What follows belongs to an exercise in optimizing a design on an open flow for small area and a short achievable clock period; a production flow would make more cautious choices.
Where RTL was checked, it was by simulation tests only, not by an equivalence proof against the original.
Power is estimated from default activity; no workload was simulated.

==> inputs of run a <==
==> flow/design.v (excerpt) <==
module reduce_prime2r(
    input               clk,rst_n,
    input [69:0]        c,
    output reg [24:0]   res
    );
export LEC_CHECK = 0
export CAP_MARGIN = 20
export CORE_MARGIN = 2
export CORE_UTILIZATION = 60
export CTS_BUF_LIST = sky130_fd_sc_hd__clkbuf_4 sky130_fd_sc_hd__clkbuf_8
export PLACE_DENSITY = 0.75
export SETUP_SLACK_MARGIN = 2.8
export SLEW_MARGIN = 20
export SYNTH_HIERARCHICAL = 1
create_clock -name core_clock -period 5.3 [get_ports {clk}]
standard.sh (not shown) runs the stock make flow with config.mk's settings and CLKGATE_MAP_FILE= SYNTH_SCRIPT=/design/flow/synth_recipe.tcl, a recipe that flattens the netlist after the stock synthesis.
==> flow/flow/run.sh <==
#!/bin/bash
set -euo pipefail
export BUFFER_PORTS_ARGS="-buffer_cell sky130_fd_sc_hd__buf_1"
bash standard.sh > standard_flow.log 2>&1
==> inputs of run b, as changes to run a <==
--- a/flow/design.v
+++ b/flow/design.v
@@ -315,34 +315,10 @@
   wire n310;
   wire n311;
   wire n312;
   wire n313;
   wire n314;
-  wire n315;
-  wire n316;
-  wire n317;
-  wire n318;
-  wire n319;
-  wire n320;
-  wire n321;
-  wire n322;
-  wire n323;
-  wire n324;
-  wire n325;
-  wire n326;
-  wire n327;
-  wire n328;
-  wire n329;
-  wire n330;
-  wire n331;
-  wire n332;
-  wire n333;
-  wire n334;
-  wire n335;
-  wire n336;
-  wire n337;
-  wire n338;
   assign n1 = ~c[30];
   fa_cell u_fa1 (.a(c[6]), .b(c[24]), .c(n1), .s(n2), .co(n3));
   assign n4 = ~c[31];
   fa_cell u_fa2 (.a(c[7]), .b(c[25]), .c(n4), .s(n5), .co(n6));
   assign n7 = ~c[32];
@@ -523,93 +499,73 @@
   assign n260 = n216 & 1'b1;
   assign n261 = n219 | (n220 & n217);
   assign n262 = n220 & n218;
   assign n263 = n223 | (n224 & n221);
   assign n264 = n224 & n222;
-  assign n265 = n225 | (n226 & 1'b0);
-  assign n266 = n226 & n2;
-  assign n267 = n229 | (n230 & n227);
-  assign n268 = n230 & n228;
-  assign n269 = n233 | (n234 & n231);
-  assign n270 = n234 & n232;
-  assign n271 = n217 | (n218 & n259);
-  assign n272 = n218 & n260;
-  assign n273 = n261 | (n262 & n259);
-  assign n274 = n262 & n260;
-  assign n275 = 1'b0 | (n2 & n263);
-  assign n276 = n2 & n264;
-  assign n277 = n265 | (n266 & n263);
-  assign n278 = n266 & n264;
-  assign n279 = n231 | (n232 & n267);
-  assign n280 = n232 & n268;
-  assign n281 = n269 | (n270 & n267);
-  assign n282 = n270 & n268;
-  assign n283 = n221 | (n222 & n273);
-  assign n284 = n222 & n274;
-  assign n285 = n263 | (n264 & n273);
-  assign n286 = n264 & n274;
-  assign n287 = n275 | (n276 & n273);
-  assign n288 = n276 & n274;
-  assign n289 = n277 | (n278 & n273);
-  assign n290 = n278 & n274;
-  assign n291 = n227 | (n228 & n289);
-  assign n292 = n228 & n290;
-  assign n293 = n267 | (n268 & n289);
-  assign n294 = n268 & n290;
-  assign n295 = n279 | (n280 & n289);
-  assign n296 = n280 & n290;
-  assign n297 = n281 | (n282 & n289);
-  assign n298 = n282 & n290;
-  assign n299 = n237 | (n238 & n235);
-  assign n300 = n238 & n236;
-  assign n301 = n241 | (n242 & n239);
-  assign n302 = n242 & n240;
-  assign n303 = n245 | (n246 & n243);
-  assign n304 = n246 & n244;
-  assign n305 = n249 | (n250 & n247);
-  assign n306 = n250 & n248;
-  assign n307 = n253 | (n254 & n251);
-  assign n308 = n254 & n252;
-  assign n309 = n257 | (n258 & n255);
-  assign n310 = n258 & n256;
-  assign n311 = n239 | (n240 & n299);
-  assign n312 = n240 & n300;
-  assign n313 = n301 | (n302 & n299);
-  assign n314 = n302 & n300;
-  assign n315 = n247 | (n248 & n303);
-  assign n316 = n248 & n304;
-  assign n317 = n305 | (n306 & n303);
-  assign n318 = n306 & n304;
-  assign n319 = n255 | (n256 & n307);
-  assign n320 = n256 & n308;
-  assign n321 = n309 | (n310 & n307);
-  assign n322 = n310 & n308;
-  assign n323 = n243 | (n244 & n313);
-  assign n324 = n244 & n314;
-  assign n325 = n303 | (n304 & n313);
-  assign n326 = n304 & n314;
-  assign n327 = n315 | (n316 & n313);
-  assign n328 = n316 & n314;
-  assign n329 = n317 | (n318 & n313);
-  assign n330 = n318 & n314;
-  assign n331 = n251 | (n252 & n329);
-  assign n332 = n252 & n330;
-  assign n333 = n307 | (n308 & n329);
-  assign n334 = n308 & n330;
-  assign n335 = n319 | (n320 & n329);
-  assign n336 = n320 & n330;
-  assign n337 = n321 | (n322 & n329);
-  assign n338 = n322 & n330;
+  assign n265 = n217 | (n218 & n259);
+  assign n266 = n218 & n260;
+  assign n267 = n261 | (n262 & n259);
+  assign n268 = n262 & n260;
+  assign n269 = n221 | (n222 & n267);
+  assign n270 = n222 & n268;
+  assign n271 = n263 | (n264 & n267);
+  assign n272 = n264 & n268;
+  assign n273 = n225 | (n226 & 1'b0);
+  assign n274 = n226 & n2;
+  assign n275 = n229 | (n230 & n227);
+  assign n276 = n230 & n228;
+  assign n277 = n233 | (n234 & n231);
+  assign n278 = n234 & n232;
+  assign n279 = n227 | (n228 & n273);
+  assign n280 = n228 & n274;
+  assign n281 = n275 | (n276 & n273);
+  assign n282 = n276 & n274;
+  assign n283 = n231 | (n232 & n281);
+  assign n284 = n232 & n282;
+  assign n285 = n277 | (n278 & n281);
+  assign n286 = n278 & n282;
+  assign n287 = n237 | (n238 & n235);
+  assign n288 = n238 & n236;
+  assign n289 = n241 | (n242 & n239);
+  assign n290 = n242 & n240;
+  assign n291 = n245 | (n246 & n243);
+  assign n292 = n246 & n244;
+  assign n293 = n239 | (n240 & n287);
+  assign n294 = n240 & n288;
+  assign n295 = n289 | (n290 & n287);
+  assign n296 = n290 & n288;
+  assign n297 = n243 | (n244 & n295);
+  assign n298 = n244 & n296;
+  assign n299 = n291 | (n292 & n295);
+  assign n300 = n292 & n296;
+  assign n301 = n249 | (n250 & n247);
+  assign n302 = n250 & n248;
+  assign n303 = n253 | (n254 & n251);
+  assign n304 = n254 & n252;
+  assign n305 = n257 | (n258 & n255);
+  assign n306 = n258 & n256;
+  assign n307 = n251 | (n252 & n301);
+  assign n308 = n252 & n302;
+  assign n309 = n303 | (n304 & n301);
+  assign n310 = n304 & n302;
+  assign n311 = n255 | (n256 & n309);
+  assign n312 = n256 & n310;
+  assign n313 = n305 | (n306 & n309);
+  assign n314 = n306 & n310;
   wire [24:0] wa = {n209, n202, n195, n188, n181, n174, n167, n160, n153, n146, n139, n132, n125, n118, n111, n104, n97, n91, n90, n79, n74, n69, n64, n59, n54};
   wire [24:0] wb = {n213, n208, n201, n194, n187, n180, n173, n166, n159, n152, n145, n138, n131, n124, n117, n110, n103, n96, 1'b0, n83, n78, n73, n68, n63, n58};
-  wire wdg0 = n297;
-  wire wdg1 = n337;
-  wire wdp1 = n338;
+  wire wdg0 = n271;
+  wire wdg1 = n285;
+  wire wdp1 = n286;
+  wire wdg2 = n299;
+  wire wdp2 = n300;
+  wire wdg3 = n313;
+  wire wdp3 = n314;
   reg [24:0] ra, rb;
-  reg rdg0, rdg1, rdp1;
+  reg rdg0, rdg1, rdp1, rdg2, rdp2, rdg3, rdp3;
   always @(posedge clk) begin
-    ra <= wa; rb <= wb; rdg0 <= wdg0; rdg1 <= wdg1; rdp1 <= wdp1;
+    ra <= wa; rb <= wb; rdg0 <= wdg0; rdg1 <= wdg1; rdp1 <= wdp1; rdg2 <= wdg2; rdp2 <= wdp2; rdg3 <= wdg3; rdp3 <= wdp3;
   end
   wire m1;
   wire m2;
   wire m3;
   wire m4;
@@ -785,11 +741,11 @@
   wire m174;
   wire m175;
   wire m176;
   wire m177;
   wire m178;
-  assign m1 = (rdg1 | (rdp1 & rdg0));
+  assign m1 = (rdg3 | (rdp3 & (rdg2 | (rdp2 & (rdg1 | (rdp1 & rdg0))))));
   assign m2 = ~ra[0] ^ ~rb[0];
   assign m3 = ~ra[0] & ~rb[0];
   assign m4 = ~ra[1] ^ rb[1];
   assign m5 = ~ra[1] & rb[1];
   assign m6 = ra[2] ^ rb[2];
--- a/flow/config.mk
+++ b/flow/config.mk
@@ -5,11 +5,10 @@
 export SDC_FILE = /design/flow/constraint.sdc
 export NUM_CORES = 4
 export LEC_CHECK = 0
 export CAP_MARGIN = 20
 export CORE_MARGIN = 2
-export CORE_UTILIZATION = 60
+export CORE_UTILIZATION = 40
 export CTS_BUF_LIST = sky130_fd_sc_hd__clkbuf_4 sky130_fd_sc_hd__clkbuf_8
-export PLACE_DENSITY = 0.75
 export SETUP_SLACK_MARGIN = 2.8
 export SLEW_MARGIN = 20
 export SYNTH_HIERARCHICAL = 1
==> summary of the runs <==
Clock power: run a is higher than run b (about 14%).
Between run a and run b, the lower global-route usage is in run b (gap 9.1 points).
Fmax: run a is smaller than run b (about 4%).
In run a the first-iteration DRC count is larger than in run b, by about 32%.
==> figures <==
Average vias per placed instance: run b 4.73; run a 5.54
Comb group: run b 0.00160 W; run a 0.00181 W
Final #Nets: run b 760; run a 752
Endpoint of the worst setup timing path: run b rb[21]; run a rdg1
Status: run b timing/DRC/antenna clean; run a timing/DRC/antenna clean
CTS clock-pin slew for the worst setup and hold paths: run b 80 ps; run a 90 ps
Share of synthesized cell area in and, or, nand and nor gates: run b 7.67%; run a 5.83%
Xor and xnor fraction of the mapped netlist area: run b 3.60%; run a 3.81%
Design Area, Final: run b 0.00641 mm2; run a 0.00645 mm2
Total power per unit cell area: run b 476 mW/mm2; run a 512 mW/mm2
The RTL of run a was laid out without a check of its function.

port drivers added, routing unchanged:
Ports are ideal in the flow. The routed layouts listed here were re-timed in OpenROAD. Step 1, drivers: a clkbuf_16 drives clk and a buf_2 each remaining input, both assumed. Step 2 adds t to the input delays and takes it off the output delays; t is the mean of the earliest and latest rising clock arrival at the registers after step 1. Input paths then give back, and output paths get back, about the clock's delay inside the block. Three values: ideal ports, drivers, drivers and shift; two values: the first two.
| run | t (ns) | setup WS [ns] | worst setup path after step 2 | cell pins on the clock port's net |
|---|---|---|---|---|
| run a | 0.386 | 2.680 / 2.678 / 2.293 | input to register | 1 |
| run b | 0.395 | 2.788 / 2.777 / 2.382 | input to register | 1 |
After both steps every run listed still meets setup and hold. The setup slack of run b, which loses most, moves by -0.011 ns with the drivers and by -0.406 ns with both steps.
